Background: an optimization exercise with open tools, aiming at small area and a short achievable clock period. Do not read the settings as production practice. No functional check of the RTL was part of any run shown here. Power is estimated from default activity; no workload was simulated.

$ cat design/flow/run.sh
#!/bin/bash
# synth_recipe.tcl (not shown) runs the flow's synth.tcl, then flattens the netlist and writes it again
# the make line also repeats each setting of config.mk as NAME=value (left out here)
make -C /OpenROAD-flow-scripts/flow DESIGN_CONFIG=/design/flow/config.mk WORK_HOME=/design/flow/orfs CLKGATE_MAP_FILE= SYNTH_SCRIPT=/design/flow/synth_recipe.tcl finish
$ cat design/flow/config.mk
export PLATFORM = sky130hd
export DESIGN_NAME = uart_core
export DESIGN_NICKNAME = uart_core
export VERILOG_FILES = /design/flow/design.v
export SDC_FILE = /design/flow/constraint.sdc
export NUM_CORES = 4
export LEC_CHECK = 0
export CAP_MARGIN = 20
export CORE_MARGIN = 2
export CORE_UTILIZATION = 40
export SETUP_SLACK_MARGIN = 3.0
export SLEW_MARGIN = 20
$ cat design/flow/constraint.sdc
create_clock -name core_clock -period 5.0 [get_ports {pclk}]
set_input_delay 1.0000 -clock core_clock [delete_from_list [all_inputs] [get_ports {pclk}]]
set_output_delay 1.0000 -clock core_clock [all_outputs]
set_load 0.01 [all_outputs]
$ cat design/flow/design.v
`timescale 1ns/1ps
 `timescale 1ns/1ps
module uart_core (
   uart_tx, uart_if, rx_rts, prdata,
   uart_rx, uart_cts, pwrite, pwdata, psel, prst_n, penable, pclk,
   paddr
   );
  output        uart_tx;
  output        uart_if;
  output        rx_rts;
  output [31:0] prdata;
  input         uart_rx;
  input         uart_cts;
  input         pwrite;
  input  [31:0] pwdata;
  input         psel;
  input         prst_n;
  input         penable;
  input         pclk;
  input  [31:0] paddr;
  wire acc     = psel & penable;
  wire we      = acc & pwrite;
  wire rd      = acc & ~pwrite;
  wire con_we  = we & (paddr[6:0] == 7'h00);
  wire se_we   = we & (paddr[6:0] == 7'h04);
  wire br_we   = we & (paddr[6:0] == 7'h08);
  wire dt_we   = we & (paddr[6:0] == 7'h0C);
  wire ie_we   = we & (paddr[6:0] == 7'h10);
  wire ctx     = con_we & pwdata[5];
  wire crx     = con_we & pwdata[6];
  wire rxff_rd = rd & (paddr[4:0] == 5'h0C);
  reg [6:0] con;
  reg [2:0] se;
  reg [7:0] brg;
  reg [4:0] ie;
  wire en   = se[0];
  wire d9   = se[1];
  wire bsel = se[2];
  wire af   = con[0] & en;
  always @(posedge pclk or negedge prst_n)
    if (!prst_n) begin
      con <= 7'd0;
      se  <= 3'd0;
      brg <= 8'd0;
      ie  <= 5'd0;
    end else begin
      if (con_we)      con <= pwdata[6:0];
      if (se_we)       se  <= pwdata[2:0];
      if (br_we & ~en) brg <= pwdata[7:0];
      if (ie_we)       ie  <= pwdata[4:0];
    end
  reg [7:0] rxc, txc;
  wire rx_tick = (rxc == brg);
  wire tx_tick = (txc == (bsel ? 8'd7 : 8'd15)) & rx_tick;
  always @(posedge pclk or negedge prst_n)
    if (!prst_n) begin
      rxc <= 8'd0;
      txc <= 8'd0;
    end else begin
      if (~en | rx_tick) rxc <= 8'd0;
      else               rxc <= rxc + 8'd1;
      if (~en | tx_tick) txc <= 8'd0;
      else if (rx_tick)  txc <= txc + 8'd1;
    end
  reg [4:0] tw, tr;
  reg [7:0] tmem [0:15];
  reg [3:0] sbc;
  wire t_eq   = (tw[3:0] == tr[3:0]);
  wire t_x    = tw[4] ^ tr[4];
  wire txnf   = ~(t_x & t_eq);
  wire txne   = ~(~t_x & t_eq);
  wire t_push = dt_we & txnf;
  wire tx_complete = (sbc == (d9 ? 4'd10 : 4'd9));
  wire t_pop  = txne & tx_complete;
  wire [4:0] tr_n = t_pop ? tr + 5'd1 : tr;
  always @(posedge pclk or negedge prst_n)
    if (!prst_n) begin
      tw <= 5'd0;
      tr <= 5'd0;
    end else begin
      if (ctx)         tw <= tr;
      else if (t_push) tw <= tw + 5'd1;
      tr <= tr_n;
    end
  always @(posedge pclk)
    if (t_push) tmem[tw[3:0]] <= pwdata[7:0];
  reg [9:0] tsr;
  reg       tst;
  wire [7:0] tdata  = tmem[tr[3:0]];
  wire       tx_en  = en & txne;
  wire       fsm_en = ~(af & uart_cts) & tx_en & tx_tick;
  wire       tsh    = tx_tick & tst;
  wire       tst_n  = tst ? (tx_en & ~tx_complete) : fsm_en;
  always @(posedge pclk or negedge prst_n)
    if (!prst_n) begin
      tsr <= 10'h3ff;
      sbc <= 4'd0;
      tst <= 1'b0;
    end else begin
      if (tsh)         tsr <= {1'b1, tsr[9:1]};
      else if (fsm_en) tsr <= {(d9 ? ^tdata : 1'b1), tdata, 1'b0};
      if (tx_complete) sbc <= 4'd0;
      else if (tsh)    sbc <= sbc + 4'd1;
      tst <= tst_n;
    end
  assign uart_tx = tsr[0];
  reg       rx1, rxs, rx2;
  reg [1:0] rst;
  reg [3:0] samp, bitc;
  reg [9:0] rsr;
  reg       we1, we2, we3;
  reg [4:0] rw, rr;
  reg [9:0] rmem [0:15];
  wire start_en    = ~rxs & rx2;
  wire rbusy       = rst[1] | rst[0];
  wire samp_pt     = ~bsel ? (samp == 4'd7) : (samp[2:0] == 3'd3);
  wire rsh         = samp_pt & rx_tick;
  wire rx_complete = (bitc == (d9 ? 4'd10 : 4'd9));
  reg [1:0] rst_nx;
  always @(*)
    case (rst)
      2'd0:    rst_nx = start_en ? 2'd1 : 2'd0;
      2'd1:    rst_nx = rxs ? 2'd0 : (rsh ? 2'd2 : 2'd1);
      2'd2:    rst_nx = rx_complete ? 2'd0 : 2'd2;
      default: rst_nx = 2'd3;
    endcase
  wire [1:0] rst_n = en ? rst_nx : 2'd0;
  wire r_eq   = (rw[3:0] == rr[3:0]);
  wire r_x    = rw[4] ^ rr[4];
  wire rxf    = r_x & r_eq;
  wire rxne   = ~(~r_x & r_eq);
  wire dt_wr  = ~rxf & rx_complete;
  wire mem_wr = dt_wr | we1;
  wire pe     = ^rsr[8:0];
  wire fe     = ~rsr[9];
  wire [9:0] fifo_in = d9 ? {rsr[7:0], pe, fe} : {rsr[8:1], 1'b0, fe};
  wire r_pop  = rxne & rxff_rd;
  wire [4:0] rr_n = r_pop ? rr + 5'd1 : rr;
  wire [4:0] rw_i = we3 ? rw + 5'd1 : rw;           
  wire [4:0] rw_n = crx ? rr : rw_i;
  always @(posedge pclk or negedge prst_n)
    if (!prst_n) begin
      rx1  <= 1'b0;
      rxs  <= 1'b0;
      rx2  <= 1'b0;
      rst  <= 2'd0;
      samp <= 4'd0;
      bitc <= 4'd0;
      we1  <= 1'b0;
      we2  <= 1'b0;
      we3  <= 1'b0;
      rw   <= 5'd0;
      rr   <= 5'd0;
    end else begin
      rx1 <= uart_rx;
      rxs <= rx1;
      rx2 <= rxs;
      rst <= rst_n;
      if (~rbusy)       samp <= 4'd0;
      else if (rx_tick) samp <= samp + 4'd1;
      if (rx_complete)        bitc <= 4'd0;
      else if (rst[1] & rsh)  bitc <= bitc + 4'd1;
      we1 <= dt_wr;
      we2 <= we1;
      we3 <= we2;
      rw  <= rw_n;
      rr  <= rr_n;
    end
  always @(posedge pclk)
    if (rsh) rsr <= {rxs, rsr[9:1]};
  always @(posedge pclk)
    if (mem_wr) rmem[rw[3:0]] <= fifo_in;
  wire [3:0] rr1   = rr[3:0] + 4'd1;
  wire [9:0] h0    = rmem[rr[3:0]];
  wire [1:0] h1    = rmem[rr1][1:0];
  wire       byp0  = mem_wr & (rw[3:0] == rr[3:0]);
  wire       byp1  = mem_wr & (rw[3:0] == rr1);
  wire [9:0] hd_i  = byp0 ? fifo_in : h0;              
  wire [1:0] hp_1  = byp1 ? fifo_in[1:0] : h1;         
  wire [4:0] ie_n  = ie_we ? pwdata[4:0] : ie;
  wire [6:0] con_n = con_we ? pwdata[6:0] : con;
  wire [2:0] se_n  = se_we ? pwdata[2:0] : se;
  wire       rxf_n  = (rw_n[4] ^ rr_n[4]) & (rw_n[3:0] == rr_n[3:0]);
  wire       rxne_n = ~(~(rw_n[4] ^ rr_n[4]) & (rw_n[3:0] == rr_n[3:0]));
  wire [1:0] hfp_n  = r_pop ? hp_1 : hd_i[1:0];
  wire [4:0] tw_n   = ctx ? tr : (t_push ? tw + 5'd1 : tw);
  wire       txne_n = ~(~(tw_n[4] ^ tr_n[4]) & (tw_n[3:0] == tr_n[3:0]));
  wire       if_n   = (ie_n[4] & rxne_n & hfp_n[0]) | (ie_n[3] & rxne_n & hfp_n[1]) |
                      (ie_n[1] & rxf_n) | (ie_n[0] & txne_n);
  wire [5:0] rdiff_n = {1'b0, rw_n} - {1'b0, rr_n};
  wire [4:0] rthr_n  = con_n[4] ? (con_n[3] ? 5'd16 : 5'd8) : (con_n[3] ? 5'd4 : 5'd2);
  wire       rts_n   = con_n[0] & se_n[0] & (rdiff_n[5] | (rdiff_n[4:0] >= rthr_n));
  wire       rxf_i  = (rw_i[4] ^ rr[4]) & (rw_i[3:0] == rr[3:0]);
  wire       rxne_i = ~(~(rw_i[4] ^ rr[4]) & (rw_i[3:0] == rr[3:0]));
  wire       txnf_i = ~((tw[4] ^ tr_n[4]) & (tw[3:0] == tr_n[3:0]));
  wire       txne_i = ~(~(tw[4] ^ tr_n[4]) & (tw[3:0] == tr_n[3:0]));
  wire       busy_i = tst_n | rst_n[1] | rst_n[0];
  reg  [7:0] prd_nx;
  always @(*)
    case (paddr[7:0])
      8'h00:   prd_nx = {1'b0, con};
      8'h04:   prd_nx = {busy_i, rxne_i, txnf_i, 2'b0, se};
      8'h08:   prd_nx = brg;
      8'h0c:   prd_nx = hd_i[9:2];
      8'h10:   prd_nx = {3'b0, ie};
      8'h14:   prd_nx = {3'b0, rxne_i & hd_i[0], rxne_i & hd_i[1], 1'b0, rxf_i, txne_i};
      default: prd_nx = 8'd0;
    endcase
  reg [7:0] prd;
  reg       if_q, rts_q;
  always @(posedge pclk)
    prd <= prd_nx;
  always @(posedge pclk or negedge prst_n)
    if (!prst_n) begin
      if_q  <= 1'b0;
      rts_q <= 1'b0;
    end else begin
      if_q  <= if_n;
      rts_q <= rts_n;
    end
  assign prdata  = {24'd0, prd};
  assign uart_if = if_q;
  assign rx_rts  = rts_q;
endmodule
==> results of run 1 <==
-- per-stage QoR --
| step | worst slack (ns) | area [µm²] |
|---|---|---|
| after global placement | 0.292 | 19700 |
| after global routing | 1.55 | 24200 |
| after CTS | 1.64 | 23600 |
| after floorplan | 1.20 | 19000 |
| after detailed placement | 0.252 | 19700 |
| final | 1.67 | 24200 |
-- repair_timing --
| item | CTS | global route |
|---|---|---|
| setup endpoints to repair | 387 | 361 |
| pin swaps | 105 | 48 |
| cloned | 13 | 1 |
| setup buffers | 133 | 45 |
| resized for setup | 328 | 52 |
-- final timing paths --
| check | end | slack, ns | cells past startpoint | start |
|---|---|---|---|---|
| max | rts_q$_DFF_PN0_ | 1.67 | 14 | rw[3]$_DFF_PN0_ |
| min | rxs$_DFF_PN0_ | 0.35 | 0 | rx1$_DFF_PN0_ |
| max reg2reg | rts_q$_DFF_PN0_ | 1.67 | 14 | rw[3]$_DFF_PN0_ |
| min reg2reg | rxs$_DFF_PN0_ | 0.35 | 0 | rx1$_DFF_PN0_ |
| max in group asynchronous | rw[3]$_DFF_PN0_ | 3.47 | 2 | prst_n |
| min in group asynchronous | tr[2]$_DFF_PN0_ | 0.54 | 1 | prst_n |
-- power by group through the flow --
stage	Sequential [mW]	Clock, mW	Combinational [mW]
after global placement	3.64	0	0.362
after global routing	3.56	3.48	0.527
after CTS	3.56	3.32	0.461
after floorplan	3.63	0	0.269
after detailed placement	3.64	0	0.365
final	3.56	3.27	0.496
-- registers in the layout, summed over array words and instances, names as in the netlist, 7 cells and up --
register / count
con: 7
tmem: 128
txc: 8
rmem: 160
rsr: 10
tsr: 10
prd: 8
brg: 8
rxc: 8
-- cell usage after synthesis (26+ instances only) --
cell type,count
xor2_1,33
xnor2_1,45
edfxtp_1,298
mux4_2,57
clkbuf_1,31
a21oi_1,26
mux2i_1,77
o21ai_0,31
inv_1,34
dfrtp_1,82
mux2_2,30
nand2_1,88
nor2_1,60
-- placed cells by master (no fill, tap or decap), types with 24 or more instances in the layout --
cell type | netlist | routed
dfrtp_1 | 82 | 68
mux2i_1 | 77 | 64
buf_12 | 0 | 32
buf_6 | 2 | 65
mux4_2 | 57 | 57
edfxtp_1 | 298 | 298
nand2_1 | 88 | 69
xor2_1 | 33 | 30
buf_4 | 25 | 114
inv_1 | 34 | 30
nor2_1 | 60 | 47
clkbuf_16 | 0 | 44
xnor2_1 | 45 | 30
conb_1 | 1 | 24
-- layout make-up --
| cell class | count | area (µm²) | area share |
|---|---|---|---|
| clock buffer | 63 | 1280 | 0.0529 |
| clock inverter | 13 | 185 | 0.00764 |
| inverter | 34 | 135 | 0.00557 |
| multi-input combinational | 753 | 7650 | 0.316 |
| sequential | 398 | 11500 | 0.473 |
| tap | 592 | 741 | 0.0306 |
| timing repair buffer | 247 | 2790 | 0.115 |
-- cells by family after synthesis --
group | share of synthesized area
flip-flops | 0.631
AND/OR/NAND/NOR | 0.0849
multiplexers | 0.132
AO/OA/AOI/OAI | 0.0631
buffers and inverters | 0.0302
XOR/XNOR | 0.0411
adder cells (fa/ha/maj) | 0.0173
other | 0.000207
-- routing by layer --
metal  track usage  up-vias  routed length (µm)
met5             0        -                   0
met2         0.362      352               25100
met3        0.0327      108                2570
met1         0.272     6020               20700
li1              -     5194                   -
met4        0.0678        0                1590
==> flow_metrics.py, run 1 <==
metrics = {
    "job": {
        "maxCapViolCount": 0,
    },
    "timing": {
        "finalClockSkew_ns": 0.0220,
        "hold_viol_final": 0,
        "slew_headroom": 0.339,
        "rsz0062_at_grt": "yes",
        "clock.fmax_ghz": 0.300,
        "setup_violations": 0,
        "fin_setup_tns_ns": 0,
        "maxSlewViolCount": 0,
        "fin_crit_sh": 0.667,
        "period_needed_ns": 3.33,
        "tightest_slew_ns": 0.989,
        "whs_ns": 0.353,
    },
    "floorplan": {
        "initial_core_util": 0.408,
        "die_h_um": 217,
        "die_x_um": 217,
        "dieArea_um2": 47000,
        "ios": 106,
        "fp-row-count": 77,
        "core_um2": 44400,
    },
    "routing": {
        "drt-vias-per-instance": 5.56,
        "drtIter0Drc": 1053,
        "post-route-drc-count": 0,
        "first_pass_iters": 5,
        "wirelength_um": 50000,
        "ant_nets": 0,
        "wl_per_cell_um": 23.8,
        "vias": 11700,
    },
    "clocking": {
        "clk_path_buf_depth": 3,
        "hold_buffers": 0,
        "cts_buffers": 42,
        "clk_pin_slew_ns": 0.07,
        "h-tree-depth": 2,
        "cts_tree": "yes",
        "clk_latency_ns": 0.58,
        "clock_sinks": 398,
        "cts-root-buf": "clkbuf_16",
    },
    "worst_setup_path": {
        "arrival_ns": 3.80,
        "worstSetupPathType": "reg2reg",
        "end_kind": "flop",
        "cp-start-kind": "flop",
        "cp_common_cell": "a21oi_1",
        "cp_slowest_cell": "or4_4",
        "critPathMaxStageDelay_ns": 0.57,
        "cp_data_required_time_ns": 5.46,
        "cp_max_fo": 4,
        "cp_num_buf_inv": 1,
        "crit_chain": "xor2_1 > or4_4 > o21a_4 > mux2i_4 > mux2_4 > inv_2 > ha_4 > a21oi_2 > o21bai_1 > a21oi_1 > xnor2_1 > ha_1 > a211oi_2 > a21oi_1",
        "cpLargestDelayFamily": "compound AO/OA/AOI/OAI gates",
    },
    "synth": {
        "synthDistinctLibCells": 75,
        "async_flop_share": 0.231,
        "synth_area_um2": 18100,
        "ys_ff_latch": 398,
        "ys_top_cells_by_area": "edfxtp_1 49%, dfrtp_1 11%, mux4_2 7.1%",
        "ys.flop_type": "edfxtp_1",
        "synth_cells": 1236,
        "yosysTopAreaCellShare": 0.494,
        "yosys.area.top_type": "edfxtp_1",
        "syn_avg_cell_area_um2": 14.6,
        "yosysWarnings": 1,
        "synth_edf_count": 298,
        "ys_seq_area_frac": 0.631,
    },
    "pwr": {
        "switching_share": 0.213,
        "switchingPower_mw": 1.56,
        "power_frac_comb": 0.068,
        "power.density_nw_per_um2": 302,
        "p_leak_nw": 8.79,
        "p_int_mw": 5.77,
        "clkPwrFrac": 0.446,
        "p_seq_frac": 0.486,
        "p_total_mw": 7.33,
        "irDropWorstVdd_mv": 0.340,
    },
    "finish": {
        "fill_cells": 3421,
        "layout-drive-gt1-share": 0.405,
        "final_cells": 2100,
        "diodes": 0,
        "area_delta_synth_final_pct": 33.9,
        "final_core_util": 0.546,
        "layout.nets": 1572,
    },
    "grt": {
        "grt_use_total": 0.210,
        "grt_remaining_overflow": 0,
        "antenna_found_initial": 0,
        "grt_pass1_wl_um": 73600,
        "grt_max_degree": 65,
        "grt_pass1_vias": 11600,
    },
    "placed_design": {
        "place_congestion": 0.869,
        "portBuffers": 33,
        "dp_cells": 1832,
        "dp.final_hpwl_um": 28100,
    },
    "outcome": {
        "status": "finished clean",
    },
    "hold_path": {
        "min_path_type": "reg2reg",
    },
}
==> run 2, diff against run 1 <==
--- a/design/flow/design.v
+++ b/design/flow/design.v
@@ -18,17 +18,26 @@
   input         penable;
   input         pclk;
   input  [31:0] paddr;
-  wire acc     = psel & penable;
-  wire we      = acc & pwrite;
-  wire rd      = acc & ~pwrite;
-  wire con_we  = we & (paddr[6:0] == 7'h00);
-  wire se_we   = we & (paddr[6:0] == 7'h04);
-  wire br_we   = we & (paddr[6:0] == 7'h08);
-  wire dt_we   = we & (paddr[6:0] == 7'h0C);
-  wire ie_we   = we & (paddr[6:0] == 7'h10);
-  wire ctx     = con_we & pwdata[5];
-  wire crx     = con_we & pwdata[6];
-  wire rxff_rd = rd & (paddr[4:0] == 5'h0C);
+  wire setup = psel & ~penable;
+  reg  con_we, se_we, br_we, dt_we, ie_we, rxff_rd;
+  always @(posedge pclk or negedge prst_n)
+    if (!prst_n) begin
+      con_we  <= 1'b0;
+      se_we   <= 1'b0;
+      br_we   <= 1'b0;
+      dt_we   <= 1'b0;
+      ie_we   <= 1'b0;
+      rxff_rd <= 1'b0;
+    end else begin
+      con_we  <= setup &  pwrite & (paddr[6:0] == 7'h00);
+      se_we   <= setup &  pwrite & (paddr[6:0] == 7'h04);
+      br_we   <= setup &  pwrite & (paddr[6:0] == 7'h08);
+      dt_we   <= setup &  pwrite & (paddr[6:0] == 7'h0C);
+      ie_we   <= setup &  pwrite & (paddr[6:0] == 7'h10);
+      rxff_rd <= setup & ~pwrite & (paddr[4:0] == 5'h0C);
+    end
+  wire ctx = con_we & pwdata[5];
+  wire crx = con_we & pwdata[6];
   reg [6:0] con;
   reg [2:0] se;
   reg [7:0] brg;
@@ -178,18 +187,28 @@
   wire [9:0] hd_i  = byp0 ? fifo_in : h0;              
   wire [1:0] hp_1  = byp1 ? fifo_in[1:0] : h1;         
   wire [4:0] ie_n  = ie_we ? pwdata[4:0] : ie;
-  wire [6:0] con_n = con_we ? pwdata[6:0] : con;
-  wire [2:0] se_n  = se_we ? pwdata[2:0] : se;
-  wire       rxf_n  = (rw_n[4] ^ rr_n[4]) & (rw_n[3:0] == rr_n[3:0]);
-  wire       rxne_n = ~(~(rw_n[4] ^ rr_n[4]) & (rw_n[3:0] == rr_n[3:0]));
+  wire [1:0] rxt_n = con_we ? pwdata[4:3] : con[4:3];
+  wire       af_n  = con_we ? (pwdata[0] & se[0]) : (se_we ? (con[0] & pwdata[0]) : af);
+  wire       rxf_u  = (rw_i[4] ^ rr_n[4]) & (rw_i[3:0] == rr_n[3:0]);
+  wire       rxne_u = ~(~(rw_i[4] ^ rr_n[4]) & (rw_i[3:0] == rr_n[3:0]));
+  wire       rxf_n  = crx ? 1'b0  : rxf_u;
+  wire       rxne_n = crx ? r_pop : rxne_u;
   wire [1:0] hfp_n  = r_pop ? hp_1 : hd_i[1:0];
-  wire [4:0] tw_n   = ctx ? tr : (t_push ? tw + 5'd1 : tw);
-  wire       txne_n = ~(~(tw_n[4] ^ tr_n[4]) & (tw_n[3:0] == tr_n[3:0]));
+  wire [4:0] tw_u   = t_push ? tw + 5'd1 : tw;
+  wire       txne_u = ~(~(tw_u[4] ^ tr_n[4]) & (tw_u[3:0] == tr_n[3:0]));
+  wire       txne_n = ctx ? t_pop : txne_u;
   wire       if_n   = (ie_n[4] & rxne_n & hfp_n[0]) | (ie_n[3] & rxne_n & hfp_n[1]) |
                       (ie_n[1] & rxf_n) | (ie_n[0] & txne_n);
-  wire [5:0] rdiff_n = {1'b0, rw_n} - {1'b0, rr_n};
-  wire [4:0] rthr_n  = con_n[4] ? (con_n[3] ? 5'd16 : 5'd8) : (con_n[3] ? 5'd4 : 5'd2);
-  wire       rts_n   = con_n[0] & se_n[0] & (rdiff_n[5] | (rdiff_n[4:0] >= rthr_n));
+  wire [5:0] rdiff_u = {1'b0, rw_i} - {1'b0, rr_n};
+  reg        rthr_u;
+  always @(*)
+    case (rxt_n)
+      2'd0: rthr_u = rdiff_u[5] | (|rdiff_u[4:1]);
+      2'd1: rthr_u = rdiff_u[5] | (|rdiff_u[4:2]);
+      2'd2: rthr_u = rdiff_u[5] | (|rdiff_u[4:3]);
+      2'd3: rthr_u = rdiff_u[5] | rdiff_u[4];
+    endcase
+  wire       rts_n   = af_n & (crx ? r_pop : rthr_u);
   wire       rxf_i  = (rw_i[4] ^ rr[4]) & (rw_i[3:0] == rr[3:0]);
   wire       rxne_i = ~(~(rw_i[4] ^ rr[4]) & (rw_i[3:0] == rr[3:0]));
   wire       txnf_i = ~((tw[4] ^ tr_n[4]) & (tw[3:0] == tr_n[3:0]));
--- a/design/flow/config.mk
+++ b/design/flow/config.mk
@@ -7,6 +7,6 @@
 export LEC_CHECK = 0
 export CAP_MARGIN = 20
 export CORE_MARGIN = 2
-export CORE_UTILIZATION = 40
-export SETUP_SLACK_MARGIN = 3.0
+export CORE_UTILIZATION = 60
+export SETUP_SLACK_MARGIN = 2.5
 export SLEW_MARGIN = 20
==> run 2 against run 1 <==
Still clean on timing, DRC and antenna. Flip-flop and latch count is 6 higher. Combinational power is 39% higher. Worst setup slack better by 0.24 ns. Clock power down 6%. First-iteration DRC count is 25% lower. Final cell count fell by 19%. Core utilization rose by 19 points. Wire length shrank 15%. Critical endpoint unchanged. Largest cell class unchanged. Highest routed layer unchanged.
==> flow_metrics.py, run 2 <==
metrics = {
    "outcome": {
        "status": "finished clean",
    },
    "timing": {
        "fin_setup_tns_ns": 0,
        "finalClockSkew_ns": 0.0177,
        "rsz0062_at_grt": "yes",
        "setup_violations": 0,
        "fin_crit_sh": 0.619,
        "tightest_slew_ns": 0.930,
        "period_needed_ns": 3.10,
        "hold_viol_final": 0,
        "slew_headroom": 0.380,
        "clock.fmax_ghz": 0.323,
        "maxSlewViolCount": 0,
    },
    "worst_setup_path": {
        "endpoint": "rts_q$_DFF_PN0_",
        "cpLargestDelayFamily": "compound AO/OA/AOI/OAI gates",
        "r2r_start": "rr[3]$_DFF_PN0_",
        "critPathMaxStageDelay_ns": 0.56,
        "reg2reg_depth": 13,
        "cp_data_required_time_ns": 5.41,
        "worstSetupPathType": "reg2reg",
        "cp_num_buf_inv": 2,
        "ff2ff_setup_slack_ns": 1.90,
        "crit_chain": "buf_12 > xor2_4 > or4_4 > o21ai_4 > buf_4 > a21oi_1 > nor2b_4 > ha_4 > a211oi_4 > maj3_2 > o2111ai_1 > o2111ai_2 > o211ai_1",
        "end_kind": "flop",
        "cp-start-kind": "flop",
        "cp_slowest_cell": "or4_4",
        "crit_cells": 13,
        "cp_max_fo": 5,
        "timing.rr.end": "rts_q$_DFF_PN0_",
        "arrival_ns": 3.51,
        "crit_path_start": "rr[3]$_DFF_PN0_",
    },
    "finish": {
        "area_delta_synth_final_pct": 20.1,
        "diodes": 0,
        "layout.nets": 1373,
        "largest_reg_flops": 160,
        "layout-drive-gt1-share": 0.320,
        "fill_cells": 1881,
        "final_cell_mix": "298 x edfxtp_1, 97 x mux4_2, 82 x buf_4",
        "final_common_cell": "edfxtp_1",
        "final_cells": 1703,
    },
    "floorplan": {
        "dieArea_um2": 31600,
        "die_h_um": 178,
        "initial_core_util": 0.611,
        "fp-row-count": 63,
        "ios": 106,
        "core_um2": 29600,
        "die_x_um": 178,
    },
    "pwr": {
        "irDropWorstVdd_mv": 0.297,
        "p_total_mw": 7.53,
        "power.density_nw_per_um2": 347,
        "p_leak_nw": 7.54,
    },
    "routing": {
        "wl_per_cell_um": 24.8,
        "drtIter0Drc": 789,
        "drt-vias-per-instance": 6.14,
        "first_pass_iters": 5,
        "wirelength_um": 42300,
        "ant_nets": 0,
        "vias": 10400,
        "post-route-drc-count": 0,
    },
    "synth": {
        "synthTopCellsByCount": "298 x edfxtp_1, 97 x mux4_2, 88 x dfrtp_1",
        "yosysTopAreaCellShare": 0.495,
        "ys_top_cells_by_area": "edfxtp_1 49%, dfrtp_1 12%, mux4_2 12%",
        "synthDistinctLibCells": 80,
        "synth_edf_count": 298,
        "yosysWarnings": 1,
        "ys_seq_area_frac": 0.640,
        "synth_cells": 1145,
        "synth_area_um2": 18100,
        "synth_most_common_cell": "edfxtp_1",
        "ys_ff_latch": 404,
        "yosys.area.top_type": "edfxtp_1",
        "async_flop_share": 0.243,
        "ys.flop_type": "edfxtp_1",
        "syn_avg_cell_area_um2": 15.8,
    },
    "hold_path": {
        "hold_path_depth": 0,
        "min_path_type": "reg2reg",
    },
    "clocking": {
        "h-tree-depth": 2,
        "clk_latency_ns": 0.55,
        "clock_sinks": 404,
        "cts_buffers": 42,
        "clk_path_buf_depth": 3,
        "clk_pin_slew_ns": 0.06,
        "cts-root-buf": "clkbuf_16",
        "cts_tree": "yes",
    },
    "placed_design": {
        "dp_cells": 1547,
        "place_congestion": 0.839,
        "portBuffers": 33,
        "dp.final_hpwl_um": 25900,
    },
    "grt": {
        "grt_pass1_vias": 10400,
        "grt_pass1_wl_um": 63900,
        "grt_remaining_overflow": 0,
        "antenna_found_initial": 0,
        "grt_use_total": 0.276,
        "grt_max_degree": 69,
    },
    "job": {
        "maxCapViolCount": 0,
    },
}
==> run 2: worst reg2reg max path: cells and delay by family, from the launching register on <==
family	cells	cell delay [ns]
AO/OA/AOI/OAI	6	0.91
adder cells (fa/ha/maj)	2	0.44
flip-flops	1	0.40
XOR/XNOR	1	0.16
AND/OR/NAND/NOR	2	0.73
buffers and inverters	2	0.32
==> run 2: cell type report <==
class	count	area, µm²	share of cell area
multi-input cells	658	6660	0.306
flip-flops and latches	404	11600	0.534
clock buffers	54	1140	0.0523
clock inverters	22	225	0.0104
well taps	390	488	0.0224
inverters	32	123	0.00564
repair buffers	143	1490	0.0686
==> run 2: metal layers <==
metal / wire [µm] / GRT usage / vias to the layer above
met5: 0 / 0 / -
met4: 1320 / 0.0850 / 0
met3: 1930 / 0.0375 / 83
met2: 22100 / 0.483 / 334
met1: 16900 / 0.362 / 5388
li1: - / - / 4643
==> run 2: stage by stage <==
step / setup slack (ns) / util / area [µm²] / hold WS, ns
after CTS: 1.91 / 0.720 / 21300 / 0.331
after floorplan: 1.95 / - / 18300 / 0.331
final: 1.90 / 0.733 / 21700 / 0.334
after detailed placement: 1.30 / 0.637 / 18900 / 0.335
after global routing: 1.79 / 0.733 / 21700 / 0.342
after global placement: 1.33 / 0.637 / 18900 / 0.332
==> run 2: repair_timing <==
| action | 4_1_cts | 5_1_grt |
|---|---|---|
| resized for setup | 142 | 42 |
| pin swaps | 34 | 32 |
| setup buffers | 49 | 23 |
| hold endpoints to repair | 0 | 0 |
| gates cloned | 5 | 3 |
| hold buffers | 0 | 0 |
| endpoints found under the setup margin | 309 | 204 |
==> run 2: report_power, final <==
part | total (mW) | switching (mW) | internal, mW
sequential | 3.77 | 0.0837 | 3.69
combinational | 0.687 | 0.343 | 0.344
clock | 3.08 | 1.30 | 1.78
==> run 2: how the worst min path moves through the flow <==
stage                  startpoint            end
finish              rx1$_DFF_PN0_  rxs$_DFF_PN0_
global route        rx1$_DFF_PN0_  rxs$_DFF_PN0_
CTS                 rx1$_DFF_PN0_  rxs$_DFF_PN0_
detailed placement  rx1$_DFF_PN0_  rxs$_DFF_PN0_
global placement    we2$_DFF_PN0_  we3$_DFF_PN0_
floorplan           rx1$_DFF_PN0_  rxs$_DFF_PN0_
==> run 2: kinds of logic (layout without fill, tap and decap cells) <==
| group | Yosys count | after routing | synth area share |
|---|---|---|---|
| xor+xnor | 85 | 85 | 0.0429 |
| simple gates | 244 | 244 | 0.0675 |
| mux | 150 | 150 | 0.152 |
| compound gates | 133 | 133 | 0.0522 |
| fa+ha+maj | 22 | 22 | 0.0151 |
| other cells | 1 | 24 | 0.000207 |
| buf+inv | 106 | 251 | 0.0304 |
| flops | 404 | 404 | 0.640 |
==> run 3, diff against run 2 <==
--- a/design/flow/config.mk
+++ b/design/flow/config.mk
@@ -7,6 +7,6 @@
 export LEC_CHECK = 0
 export CAP_MARGIN = 20
 export CORE_MARGIN = 2
-export CORE_UTILIZATION = 60
-export SETUP_SLACK_MARGIN = 2.5
+export CORE_UTILIZATION = 40
+export SETUP_SLACK_MARGIN = 2.7
 export SLEW_MARGIN = 20
==> run 3 against run 2 <==
Wire length increased by 4.2%. Worst hold slack improved by 0.016 ns. Final area increased by 3.2%. Maximum frequency decreased by 3.4%. Largest power group unchanged.
==> flow_metrics.py, run 3 <==
metrics = {
    "synth": {
        "synth_most_common_cell": "edfxtp_1",
        "ys_seq_area_frac": 0.640,
        "synthDistinctLibCells": 80,
        "synth_edf_count": 298,
        "ys_ff_latch": 404,
        "synth_area_um2": 18100,
        "ys.flop_type": "edfxtp_1",
        "syn_avg_cell_area_um2": 15.8,
        "synthTopCellsByCount": "298 x edfxtp_1, 97 x mux4_2, 88 x dfrtp_1",
        "ys_top_cells_by_area": "edfxtp_1 49%, dfrtp_1 12%, mux4_2 12%",
        "yosysWarnings": 1,
        "yosysTopAreaCellShare": 0.495,
        "async_flop_share": 0.243,
        "yosys.area.top_type": "edfxtp_1",
        "synth_cells": 1145,
    },
    "finish": {
        "diodes": 0,
        "final_cell_mix": "298 x edfxtp_1, 101 x buf_4, 97 x mux4_2",
        "largest_reg_flops": 160,
        "final_core_util": 0.505,
        "fin_area_um2": 22400,
        "layout.nets": 1411,
        "area_delta_synth_final_pct": 24.0,
        "final_common_cell": "edfxtp_1",
        "layout-drive-gt1-share": 0.340,
    },
    "routing": {
        "first_pass_iters": 5,
        "post-route-drc-count": 0,
        "vias": 10600,
        "drt-vias-per-instance": 5.45,
        "wl_per_cell_um": 22.6,
        "wirelength_um": 44100,
        "ant_nets": 0,
        "drtIter0Drc": 949,
    },
    "hold_path": {
        "hold_path_end": "rxs$_DFF_PN0_",
        "hold_path_depth": 0,
        "hp-start": "rx1$_DFF_PN0_",
        "min_path_type": "reg2reg",
    },
    "worst_setup_path": {
        "cp-start-kind": "flop",
        "cp_slowest_cell": "or4_4",
        "worstSetupPathType": "reg2reg",
        "r2r_start": "rr[1]$_DFF_PN0_",
        "cp_num_buf_inv": 1,
        "critPathMaxStageDelay_ns": 0.58,
        "cp_max_fo": 5,
        "arrival_ns": 3.63,
        "reg2reg_depth": 12,
        "end_kind": "flop",
        "timing.rr.end": "rts_q$_DFF_PN0_",
        "cpLargestDelayFamily": "compound AO/OA/AOI/OAI gates",
        "cp_data_required_time_ns": 5.42,
        "ff2ff_setup_slack_ns": 1.79,
        "crit_chain": "xor2_4 > or4_4 > o21ai_4 > xnor2_2 > ha_2 > inv_2 > ha_4 > a211oi_4 > maj3_2 > o31a_1 > o2111ai_2 > o211ai_1",
    },
    "outcome": {
        "status": "finished clean",
    },
    "grt": {
        "grt_pass1_wl_um": 66400,
        "grt_pass1_vias": 10700,
        "grt_use_total": 0.189,
        "antenna_found_initial": 0,
        "grt_max_degree": 81,
        "grt_remaining_overflow": 0,
    },
    "placed_design": {
        "dp.final_hpwl_um": 25900,
        "place_congestion": 0.788,
        "place_ws_ns": 1.25,
        "portBuffers": 33,
        "place_area_um2": 19100,
    },
    "pwr": {
        "power_frac_comb": 0.091,
        "power.density_nw_per_um2": 339,
        "p_total_mw": 7.60,
        "switchingPower_mw": 1.77,
        "clkPwrFrac": 0.413,
        "p_int_mw": 5.83,
        "irDropWorstVdd_mv": 0.270,
        "p_leak_nw": 7.83,
        "p_seq_frac": 0.496,
        "switching_share": 0.233,
    },
    "timing": {
        "period_needed_ns": 3.21,
        "maxSlewViolCount": 0,
        "slew_headroom": 0.351,
        "finalClockSkew_ns": 0.0141,
        "fin_ws_ns": 1.79,
        "rsz0062_at_grt": "yes",
        "clock.fmax_ghz": 0.312,
        "tightest_slew_ns": 0.970,
        "fin_setup_tns_ns": 0,
        "setup_violations": 0,
        "fin_crit_sh": 0.641,
        "hold_viol_final": 0,
    },
    "floorplan": {
        "die_x_um": 217,
        "die_h_um": 217,
        "core_um2": 44400,
        "initial_core_util": 0.407,
        "dieArea_um2": 47000,
        "ios": 106,
        "fp-row-count": 77,
    },
    "clocking": {
        "clock_sinks": 404,
        "cts_tree": "yes",
        "cts_buffers": 43,
        "clk_path_buf_depth": 3,
        "h-tree-depth": 2,
        "clk_pin_slew_ns": 0.06,
        "cts-root-buf": "clkbuf_16",
        "clk_latency_ns": 0.58,
    },
    "job": {
        "maxCapViolCount": 0,
    },
}
## run 3: cell counts after synthesis
Identical to the previous run, type by type.
## run 3: stage by stage
step | hold WS [ns] | instances
after floorplan | 0.331 | 1168
after global placement | 0.336 | 1745
after detailed placement | 0.340 | 1745
after CTS | 0.353 | 1917
after global routing | 0.367 | 1946
final | 0.349 | 1946
## run 3: timing repair
item	4_1_cts	5_1_grt
resized for setup	162	43
setup endpoints to repair	335	256
gates cloned	12	2
endpoints found under the hold margin	0	0
setup buffers	80	27
hold buffers	0	0
pin swaps	40	22
## run 3: cells by family (layout without fill, tap and decap cells)
| logic type | Yosys count | count (layout) | synth area share |
|---|---|---|---|
| fa+ha+maj | 22 | 22 | 0.0151 |
| other cells | 1 | 24 | 0.000207 |
| compound gates | 133 | 133 | 0.0522 |
| flops | 404 | 404 | 0.640 |
| buf+inv | 106 | 285 | 0.0304 |
| mux | 150 | 150 | 0.152 |
| simple gates | 244 | 251 | 0.0675 |
| xor+xnor | 85 | 85 | 0.0429 |
## run 3: how the worst max path moves through the flow
stage	from	to	slack, ns	cells past startpoint
global placement	rr[1]$_DFF_PN0_	rts_q$_DFF_PN0_	1.33	11
detailed placement	rr[1]$_DFF_PN0_	rts_q$_DFF_PN0_	1.25	11
global route	rr[1]$_DFF_PN0_	rts_q$_DFF_PN0_	1.70	12
finish	rr[1]$_DFF_PN0_	rts_q$_DFF_PN0_	1.79	12
floorplan	rw[0]$_DFF_PN0_	rts_q$_DFF_PN0_	1.95	13
CTS	rw[0]$_DFF_PN0_	rts_q$_DFF_PN0_	1.88	12
## run 3: metal layers
layer  global-route usage  up-vias  part of all wire
met5                    0        -                 0
met4               0.0724        0             0.035
met2                0.314      320              0.49
met3               0.0328       93             0.057
li1                     -     4752                 -
met1                0.250     5440              0.42
## run 3: final cells by class
class                      count  area, µm²
fill                        3632      22000
tap                          592        741
clock inverter                27        249
clock buffer                  53       1140
inverter                      32        120
timing repair buffer         173       1800
sequential                   404      11600
multi-input combinational    665       6780
## run 3: power groups by stage
| stage | Combinational, mW | Clock (mW) | Sequential, mW |
|---|---|---|---|
| 2_1_floorplan | 0.423 | 0 | 3.81 |
| 3_3_place_gp | 0.499 | 0 | 3.86 |
| 3_5_place_dp | 0.509 | 0 | 3.86 |
| 4_1_cts | 0.656 | 3.21 | 3.77 |
| 5_1_grt | 0.755 | 3.35 | 3.78 |
| 6_report | 0.690 | 3.14 | 3.77 |

==> static timing again, ports no longer ideal <==
Ports are ideal in the flow. The routed layouts listed here were re-timed in OpenROAD. Step 1 sets driving cells, clkbuf_16 on the clock port and buf_2 on the other inputs (assumed; they add their load-dependent delay and slew). Step 2 adds t to the input delays and takes it off the output delays; t is the mean of the earliest and latest rising clock arrival at the registers after step 1. Input paths then give back, and output paths get back, about the clock's delay inside the block. Three values: no drivers, after step 1, after step 2; two values: the first two.
run	t (ns)	setup slack, ns	hold WS [ns]	latest minus earliest clock arrival (ns)
run 1	0.625	1.667 / 1.667 / 1.094	0.353 / 0.353 / 0.353	0.022 / 0.022
run 2	0.593	1.903 / 1.903 / 1.865	0.334 / 0.334 / 0.334	0.018 / 0.018
run 3	0.632	1.794 / 1.794 / 1.665	0.349 / 0.349 / 0.349	0.014 / 0.014
After both steps every run listed still meets setup and hold. For run 1, which loses most, drivers alone change the setup slack by 0.000 ns; drivers and shift together by -0.573 ns.
